What follows belongs to an exercise in optimizing a design on an open flow for small area; a production flow would make more cautious choices. The RTL was checked by simulation tests, not by an equivalence proof against the original design. Power figures rest on the tool's default switching activity, not on a simulated workload.

## lane 1
// systolic_array
module systolic_array(
    input wire[7:0] inp_west0,
    input wire[7:0] inp_west4,
    input wire[7:0] inp_west8,
    input wire[7:0] inp_west12,
    input wire[7:0] inp_north0,
    input wire[7:0] inp_north1,
    input wire[7:0] inp_north2,
    input wire[7:0] inp_north3,
    output wire [15:0] out00,
    output wire [15:0] out01,
    output wire [15:0] out02,
    output wire [15:0] out03,
    output wire [15:0] out04,
    output wire [15:0] out05,
    output wire [15:0] out06,
    output wire [15:0] out07,
    output wire [15:0] out08,
    output wire [15:0] out09,
    output wire [15:0] out10,
    output wire [15:0] out11,
    output wire [15:0] out12,
    output wire [15:0] out13,
    output wire [15:0] out14,
    output wire [15:0] out15,
    input wire clk,
    input wire rst,
    output reg done);
For scale: ~380 flip-flops, roughly 0.036 sq mm of cells after synthesis.
clock: 6.0 ns
lec_check: 0
abc_area: 1
cap_margin: 20
core_margin: 2
core_utilization: 65
gpl_timing_driven: 0
setup_slack_margin: 0.08
slew_margin: 20
standard.sh (not shown) runs the stock make flow with config.mk's settings and CLKGATE_MAP_FILE= SYNTH_SCRIPT=/design/flow/synth_recipe.tcl, a recipe that flattens the netlist after the stock synthesis.
==> flow/flow/run.sh <==
#!/bin/bash
# The standard layout (standard.sh) with these changes:
#  - SYNTH_ARGS=-noabc: Yosys's quick ABC pass inside `synth` is skipped, so the explicit
#    full-adder trees in the RTL reach extract_fa unchanged and map to fa/ha cells without
#    inverters between them (the final ABC mapping still runs as usual);
#  - port buffers are buf_1 instead of the 10 um2 delay buffers buffer_ports picks by default
#    (every input and output port still gets its own buffer);
#  - REMOVE_ABC_BUFFERS=1: the floorplan step removes the buffers ABC inserted instead of
#    resizing for timing that early (repair_design and repair_timing run later as usual);
#  - clock tree: no dummy loads, clkbuf_16 only, sink clusters of up to 30 within 120 um.
set -euo pipefail
export SYNTH_ARGS=-noabc
export REMOVE_ABC_BUFFERS=1
export BUFFER_PORTS_ARGS="-inputs -outputs -buffer_cell sky130_fd_sc_hd__buf_1"
export CTS_ARGS="-sink_clustering_enable -repair_clock_nets -dont_use_dummy_load -sink_clustering_size 30 -sink_clustering_max_diameter 120 -buf_list {sky130_fd_sc_hd__clkbuf_16}"
bash standard.sh > standard.log 2>&1
### lane 1 -> lane 2
diff --git a/flow/flow/run.sh b/flow/flow/run.sh
--- a/flow/flow/run.sh
+++ b/flow/flow/run.sh
@@ -9,3 +9,3 @@
 #    resizing for timing that early (repair_design and repair_timing run later as usual);
-#  - clock tree: no dummy loads, clkbuf_16 only, sink clusters of up to 30 within 120 um.
+#  - clock tree: no dummy loads, clkbuf_16 only, sink clusters of up to 30 within 100 um.
 set -euo pipefail
@@ -14,3 +14,3 @@
 export BUFFER_PORTS_ARGS="-inputs -outputs -buffer_cell sky130_fd_sc_hd__buf_1"
-export CTS_ARGS="-sink_clustering_enable -repair_clock_nets -dont_use_dummy_load -sink_clustering_size 30 -sink_clustering_max_diameter 120 -buf_list {sky130_fd_sc_hd__clkbuf_16}"
+export CTS_ARGS="-sink_clustering_enable -repair_clock_nets -dont_use_dummy_load -sink_clustering_size 30 -sink_clustering_max_diameter 100 -buf_list {sky130_fd_sc_hd__clkbuf_16}"
 bash standard.sh > standard.log 2>&1
--- outcome ---
Compared with lane 1, power per standard cell area in lane 2 increased by a few percent.
Between lane 1 and lane 2, area overhead of the layout relative to synthesis increased.
Lane 1 → lane 2: global-route usage now larger, worst setup slack now larger, overall power consumption now larger.
Multi-input gate share of total cell area in lane 2 is 0.43 points lower than in lane 1
[compare] base=lane 1 new=lane 2: detailed-route wire length per cell went up, sequential share of layout area did not really move.
In the reports for lane 1 and lane 2, the larger TritonCTS buffer count belongs to lane 2.
diff inputs: lane 2 => lane 3
diff --git a/flow/flow/run.sh b/flow/flow/run.sh
--- a/flow/flow/run.sh
+++ b/flow/flow/run.sh
@@ -9,3 +9,3 @@
 #    resizing for timing that early (repair_design and repair_timing run later as usual);
-#  - clock tree: no dummy loads, clkbuf_16 only, sink clusters of up to 30 within 100 um.
+#  - clock tree: no dummy loads, clkbuf_16 only, sink clusters of up to 30 within 80 um.
 set -euo pipefail
@@ -14,3 +14,3 @@
 export BUFFER_PORTS_ARGS="-inputs -outputs -buffer_cell sky130_fd_sc_hd__buf_1"
-export CTS_ARGS="-sink_clustering_enable -repair_clock_nets -dont_use_dummy_load -sink_clustering_size 30 -sink_clustering_max_diameter 100 -buf_list {sky130_fd_sc_hd__clkbuf_16}"
+export CTS_ARGS="-sink_clustering_enable -repair_clock_nets -dont_use_dummy_load -sink_clustering_size 30 -sink_clustering_max_diameter 80 -buf_list {sky130_fd_sc_hd__clkbuf_16}"
 bash standard.sh > standard.log 2>&1
==> results.txt <==
Lane 3 and lane 2 ended up with roughly the same length of routed met2 wiring.
On first-pass GRT wire length, lane 3 tracks lane 2 almost exactly.
Looking at leakage component of the power, lane 3 sits above lane 2.
Compared lane 2 against lane 3; via-per-instance ratio within noise.
On endpoint required time on the critical path, lane 3 tracks lane 2 almost exactly.
The clock period minus worst slack number comes out higher for lane 3 vs lane 2.
The via count of lane 3 and that of lane 2 are within noise of each other.
In terms of fmax, lane 3 and lane 2 differ only marginally.
Lane 3 vs. lane 2: part of the total power dissipated in combinational logic shows a reduction of 1.1 points; sequential group share of total power now smaller; clock skew shrank by 0.0047 ns.

========
== red ==
Another version of the RTL of systolic_array (not shown whole).
For scale: about 2900 cells after synthesis, about 380 flip-flops, ~320 I/O pins.
clock: 6.0 ns
lec_check: 0
abc_area: 1
cap_margin: 20
core_margin: 2
core_utilization: 65
gpl_timing_driven: 0
setup_slack_margin: 0.15
slew_margin: 20
==> flow/flow/run.sh <==
#!/bin/bash
# The standard layout (standard.sh) with these changes:
#  - SYNTH_ARGS=-noabc: Yosys's quick ABC pass inside `synth` is skipped, so the explicit
#    full-adder trees in the RTL reach extract_fa unchanged and map to fa/ha cells without
#    inverters between them (the final ABC mapping still runs as usual);
#  - port buffers are buf_1 instead of the 10 um2 delay buffers buffer_ports picks by default
#    (every input and output port still gets its own buffer);
#  - clock tree: no dummy loads, clkbuf_8/16 only, larger sink clusters.
set -euo pipefail
export SYNTH_ARGS=-noabc
export BUFFER_PORTS_ARGS="-inputs -outputs -buffer_cell sky130_fd_sc_hd__buf_1"
export CTS_ARGS="-sink_clustering_enable -repair_clock_nets -dont_use_dummy_load -sink_clustering_size 20 -sink_clustering_max_diameter 60 -buf_list {sky130_fd_sc_hd__clkbuf_8 sky130_fd_sc_hd__clkbuf_16}"
bash standard.sh > standard.log 2>&1
red: done, clean on timing, DRC and antenna
[inputs] blue vs red
Settings: PLACE_DENSITY newly set to 0.78; CORE_UTILIZATION changed from 65 to 75.
==> flow/flow/run.sh <==
#!/bin/bash
# The standard layout (standard.sh) with these changes:
#  - SYNTH_ARGS=-noabc: Yosys's quick ABC pass inside `synth` is skipped, so the explicit
#    full-adder trees in the RTL reach extract_fa unchanged and map to fa/ha cells without
#    inverters between them (the final ABC mapping still runs as usual);
#  - port buffers are buf_1 instead of the 10 um2 delay buffers buffer_ports picks by default
#    (every input and output port still gets its own buffer);
#  - REMOVE_ABC_BUFFERS=1: the floorplan step removes the buffers ABC inserted instead of
#    resizing for timing that early (repair_design and repair_timing run later as usual);
#  - clock tree: no dummy loads, clkbuf_16 only, sink clusters of up to 30 within 80 um.
set -euo pipefail
export SYNTH_ARGS=-noabc
export REMOVE_ABC_BUFFERS=1
export BUFFER_PORTS_ARGS="-inputs -outputs -buffer_cell sky130_fd_sc_hd__buf_1"
export CTS_ARGS="-sink_clustering_enable -repair_clock_nets -dont_use_dummy_load -sink_clustering_size 30 -sink_clustering_max_diameter 80 -buf_list {sky130_fd_sc_hd__clkbuf_16}"
bash standard.sh > standard.log 2>&1
==> comparison <==
Per the final summary, blue finished and its layout is clean on timing, DRC and antenna. Between red and blue, the flow reports non-clock buffer instance count of the final layout decreasing by more than 10%. The via count number comes out lower for red vs blue. Wire length on met2 of blue is on par with red. blue vs red: number of buffers and inverters on the critical path down. blue leaves less setup margin than red. blue — clock transition time at the flip-flop clock pins of the worst setup and hold paths 0.03 ns higher, red as reference. [compare] base=red new=blue: sequential fraction of total cell area shows an increase of 0.56 points; final design area excluding fillers shows a reduction of about 2.2%. Sequential power across red and blue: no real change. Per the comparison of blue with red, maximum level of the CTS H-tree went down by 1; total chip power now sits lower.
#### Input delta (green over blue)
Settings: a change of CORE_UTILIZATION from 75 to 65; a deleted PLACE_DENSITY that had been 0.78.
- Core utilization for green is lower than for blue.
- As of green, routed length on met2 had fallen slightly compared to blue.
- blue has a lower clock period minus final worst setup slack than green.
- Width of the die: green vs blue up 7.3%
- Final design area excluding fillers on green is up relative to blue.
- On routed wire length: between green and blue, it ends up higher for blue.
- Looking at worst path setup slack after routing, green sits 0.032 ns below blue.
- Relative to blue, number of cells in the design after placement has gone up in green.
- Going from blue to green, the cell count was found to have gone up by about 3.8%.
Modified inputs, orange compared to green
Settings: ABC_AREA removed (was 1); SETUP_SLACK_MARGIN removed (was 0.15).
-- flow/flow/run.sh --
<<< green, line 7
#    (every input and output port still gets its own buffer);
#  - REMOVE_ABC_BUFFERS=1: the floorplan step removes the buffers ABC inserted instead of
#    resizing for timing that early (repair_design and repair_timing run later as usual);
#  - clock tree: no dummy loads, clkbuf_16 only, sink clusters of up to 30 within 80 um.
set -euo pipefail
export SYNTH_ARGS=-noabc
export REMOVE_ABC_BUFFERS=1
export BUFFER_PORTS_ARGS="-inputs -outputs -buffer_cell sky130_fd_sc_hd__buf_1"
>>> orange, line 7
#    (every input and output port still gets its own buffer);
#  - clock tree: no dummy loads, clkbuf_8/16 only, larger sink clusters.
set -euo pipefail
export SYNTH_ARGS=-noabc
export BUFFER_PORTS_ARGS="-inputs -outputs -buffer_cell sky130_fd_sc_hd__buf_1"
--- outcome ---
Delta (orange minus green): wire length of the first global-routing pass shows an increase of about 14%, critical path depth went up, clock latency of the later-clocked register in the worst-skew pair down 0.08 ns. Looking at total power, orange sits about 2.6% higher than green does. From green to orange the numbers moved as follows: wire length reported by the detailed router moved up; area growth from synthesis to final layout now sits at about the same level. Looking at fraction of power consumed by sequential logic, orange sits 0.2 points lower than green does.
[inputs] purple vs orange
-- flow/flow/run.sh --
<<< orange, line 11
export BUFFER_PORTS_ARGS="-inputs -outputs -buffer_cell sky130_fd_sc_hd__buf_1"
export CTS_ARGS="-sink_clustering_enable -repair_clock_nets -dont_use_dummy_load -sink_clustering_size 30 -sink_clustering_max_diameter 80 -buf_list {sky130_fd_sc_hd__clkbuf_16}"
bash standard.sh > standard.log 2>&1
>>> purple, line 11
export BUFFER_PORTS_ARGS="-inputs -outputs -buffer_cell sky130_fd_sc_hd__buf_1"
export CTS_ARGS="-sink_clustering_enable -repair_clock_nets -dont_use_dummy_load -sink_clustering_size 20 -sink_clustering_max_diameter 60 -buf_list {sky130_fd_sc_hd__clkbuf_8 sky130_fd_sc_hd__clkbuf_16}"
bash standard.sh > standard.log 2>&1
[summary]
Looking at synthesis-to-layout area growth, purple sits 0.65 points higher than orange does.
The estimated power of purple ends up higher than the estimate for orange.
Comparing orange against purple, there is no change at all in detailed placer's ending HPWL.
[purple vs orange] proportion of power drawn by combinational gates: lower in purple
Re register area share after synthesis: no difference whatsoever between orange and purple.
Compared with orange, purple shows total length of routed wires higher by 0.47%.
Per the comparison of purple with orange, minimum setup slack in the final design moved up, number of well-tap cells placed level, sequential share of layout area level.

-- what the ideal ports hide --
How much do the figures lean on ideal ports? The routed layouts below were timed once more, with nothing changed but the port constraints. Step 1 (the two cells are an assumption about what drives the block):
set clk [get_ports {clk}]
set_driving_cell -lib_cell sky130_fd_sc_hd__clkbuf_16 $clk
set_driving_cell -lib_cell sky130_fd_sc_hd__buf_2 [delete_from_list [all_inputs] $clk]
Step 2 times the ports against the registers' clock, not the clock port: input delays grow and output delays shrink by t, the midpoint of the rising clock arrivals with the driver on. a / b / c = ideal / step 1 / step 2; a / b = the first two.
run | t (ns) | slack for setup (ns) | worst setup path at the end | worst data-port slew with drivers (ns)
lane 1 | 0.605 | 0.153 / 0.176 / -0.429 | input to register | 0.12
lane 2 | 0.640 | 0.189 / 0.222 / -0.418 | input to register | 0.12
lane 3 | 0.613 | 0.184 / 0.184 / -0.368 | input to register | 0.13
red | 0.631 | 0.259 / 0.292 / -0.333 | input to register | 0.06
blue | 0.669 | 0.237 / 0.248 / -0.404 | input to register | 0.07
green | 0.675 | 0.204 / 0.239 / -0.437 | input to register | 0.08
orange | 0.619 | 0.091 / 0.068 / -0.551 | input to register | 0.09
purple | 0.641 | 0.100 / 0.124 / -0.517 | input to register | 0.09
Met with ideal ports but missed after step 2: setup timing in every run listed. For orange, which loses most, drivers alone change the setup slack by -0.023 ns; drivers and shift together by -0.642 ns.
